Source: an optimization exercise on an open RTL-to-GDS flow (aim: small area). Production flows keep margins and buffers that such runs may drop.
Function was checked by simulation only, so behaviour that the tests miss may differ from the original.

==> job 3372 <==
## wavelet_transform
module wavelet_transform #(
    parameter BITS_PER_ELEM = 8,
    parameter TOTAL_FILTERS = 7,
    parameter SUM_TRUNCATION = 8
) (
    input wire clk,
    input wire rst,
    input wire signed [BITS_PER_ELEM - 1:0] i_value,
    input wire i_data_clk,
    input wire [7:0] i_select_output_channel,
    output wire [SUM_TRUNCATION - 1:0] o_multiplexed_wavelet_out,
    output wire o_active,
    output [8:0] io_oeb
);
==> flow/config.mk <==
export PLATFORM = sky130hd
export DESIGN_NAME = wavelet_transform
export DESIGN_NICKNAME = wavelet_transform
export VERILOG_FILES = /design/flow/design.v
export SDC_FILE = /design/flow/constraint.sdc
export NUM_CORES = 4
export LEC_CHECK = 0
export CAP_MARGIN = 10
export CORE_MARGIN = 2
export CORE_UTILIZATION = 60
export SLEW_MARGIN = 10
==> flow/constraint.sdc <==
create_clock -name core_clock -period 14.0 [get_ports {clk}]
set_input_delay 2.8000 -clock core_clock [delete_from_list [all_inputs] [get_ports {clk}]]
set_output_delay 2.8000 -clock core_clock [all_outputs]
set_load 0.01 [all_outputs]
standard.sh (not shown) runs the stock make flow with config.mk's settings and CLKGATE_MAP_FILE= SYNTH_SCRIPT=/design/flow/synth_recipe.tcl, a recipe that flattens the netlist after the stock synthesis.
==> flow/flow/run.sh <==
#!/bin/bash
# Own flow: the standard synthesis; then fixinv3.py removes the inverters
# synthesis left between cells, mostly around full adders (a full adder is
# self-dual, so some fa cells are flipped to take and give complemented
# signals; some gates are swapped for their inverted-output twins); then
# the standard layout from floorplan to finish on that netlist, with clock
# tree synthesis given the buffer list and sink clustering in flow/cts_args
# and no dummy loads.  Each step's output goes to its own log here.
set -euo pipefail
R=orfs/results/${FLOW_PLATFORM}/wavelet_transform/base
bash standard.sh synth > synth.log 2>&1
cp "$R/1_2_yosys.v" 1_2_yosys.std.v
python3 flow/fixinv3.py 1_2_yosys.std.v "$R/1_2_yosys.v" > fixinv.log 2>&1
rm -f "$R/1_synth.odb" "$R/1_synth.sdc"
CTS="-sink_clustering_enable -repair_clock_nets -dont_use_dummy_load"
if [[ -f flow/cts_args ]]; then CTS="$CTS $(cat flow/cts_args)"; fi
bash standard.sh finish "CTS_ARGS=$CTS" > finish.log 2>&1
==> flow/flow/cts_args <==
-buf_list sky130_fd_sc_hd__clkbuf_4 sky130_fd_sc_hd__clkbuf_8 -sink_clustering_size 15 -sink_clustering_max_diameter 80
Other scripts of this flow, unchanged in this note and not shown: flow/flow/fixinv3.py
==> inputs of job 6997, as changes to job 3372 <==
==> flow/flow/cts_args (replaced) <==
-buf_list sky130_fd_sc_hd__clkbuf_8 -sink_clustering_size 15 -sink_clustering_max_diameter 80
CORE_UTILIZATION = 50   (was 60)
==> summary of the runs <==
- Job 3372 never finished: it broke off in clock tree synthesis (4_1_cts). Job 6997 produced a clean layout.
- Synthesized cell count is the same in job 6997 and job 3372.
- Area after synthesis is the same in job 3372 and job 6997.

==> run a <==
wavelet_transform again, from the RTL that the note above started with.
export LEC_CHECK = 0
export CAP_MARGIN = 10
export CORE_MARGIN = 2
export CORE_UTILIZATION = 60
export SLEW_MARGIN = 10
create_clock -name core_clock -period 14.0 [get_ports {clk}]
==> flow/flow/cts_args <==
-buf_list {sky130_fd_sc_hd__clkbuf_4 sky130_fd_sc_hd__clkbuf_8} -sink_clustering_size 15 -sink_clustering_max_diameter 80
Scripts as last shown in full above: flow/flow/run.sh
Other scripts of this flow, unchanged in this note and not shown: flow/flow/fixinv3.py
==> run b (differences from run a) <==
==> flow/flow/cts_args (replaced) <==
-buf_list sky130_fd_sc_hd__clkbuf_8 -sink_clustering_size 15 -sink_clustering_max_diameter 80
--- a/flow/config.mk
+++ b/flow/config.mk
@@ -7,5 +7,5 @@
 export LEC_CHECK = 0
 export CAP_MARGIN = 10
 export CORE_MARGIN = 2
-export CORE_UTILIZATION = 60
+export CORE_UTILIZATION = 70
 export SLEW_MARGIN = 10
==> results.py <==
metrics = {
    "clocking": {
        "path_clk_slew_ns": 0.10,
    },
    "detailed_routing": {
        "wl_met1_um": 57200,
        "dr_wl_met3_um": 11200,
    },
    "status": {
        "outcome": "no timing/DRC/antenna violations",
    },
}
the above is filed under run a

==> results.py <==
metrics = {
    "status": {
        "outcome": "complete, but fails checks",
        "failed_checks": "slew limit",
    },
    "detailed_routing": {
        "dr_wl_met3_um": 14000,
        "wl_met1_um": 51800,
    },
    "clocking": {
        "path_clk_slew_ns": 0.09,
    },
    "timing": {
        "drv_slew": 3,
    },
}
the above is filed under run b


==> 06-27: inputs <==
Starting RTL as in the previous note.
Settings: LEC_CHECK=0, CAP_MARGIN=10, CORE_MARGIN=2, CORE_UTILIZATION=60, SLEW_MARGIN=10; clock period 14.0 ns.
Scripts as last shown in full above: flow/flow/run.sh
Other scripts of this flow, unchanged in this note and not shown: flow/flow/cts_args, flow/flow/fixinv3.py
==> 05-23: changes against 06-27 <==
- CAP_MARGIN: 10 -> 20
- SLEW_MARGIN: 10 -> 20
==> qor summary <==
metric	06-27	05-23
Inserted Diodes	1	2
CP max stage delay	990 ps	950 ps
Placed cell count	4728	4729
Terminating pin of the worst hold path	u19[2]	u49[6]
Run status	complete, no violations	complete, no violations
Number of nets at the end of the flow	4781	4788
Initial antenna violation count	3	4
Max Freq	73.8 MHz	74.1 MHz
Worst clock skew	146 ps	133 ps
Detailed router's first-iteration violation count	4009	4073
Worst reg-to-reg setup slack	450 ps	500 ps
Overall via count from detail_route	31947	31975
Multi-input gate share of the layout cell area	0.607	0.606
Final HPWL from detailed placement	122000 um	122000 um
Detail-routed net length per standard cell	31.8 um	31.7 um
Crit path setup slack, layout	454 ps	497 ps

## what the ideal ports hide
The results above use ideal ports. As a check the final layouts listed here were re-extracted and re-timed, cells and wires unchanged.
Step 1 assumes that a clkbuf_16 drives the clock port and a buf_2 every other input.
Step 2 adds t to the input delays and takes it off the output delays; t is the mean of the earliest and latest rising clock arrival at the registers after step 1. Input paths then give back, and output paths get back, about the clock's delay inside the block.
Slacks: ideal / step 1 / step 2; pairs: ideal / step 1.
| run | t, ns | slack for setup (ns) | worst register clock-pin slew, ns |
|---|---|---|---|
| job 6997 | 0.772 | 0.561 / 0.561 / 0.561 | 0.11 / 0.11 |
| run a | 0.787 | 0.454 / 0.454 / 0.454 | 0.11 / 0.11 |
| run b | 0.776 | 0.513 / 0.513 / 0.513 | 0.10 / 0.10 |
| 06-27 | 0.787 | 0.454 / 0.454 / 0.454 | 0.11 / 0.11 |
| 05-23 | 0.742 | 0.497 / 0.497 / 0.497 | 0.11 / 0.11 |
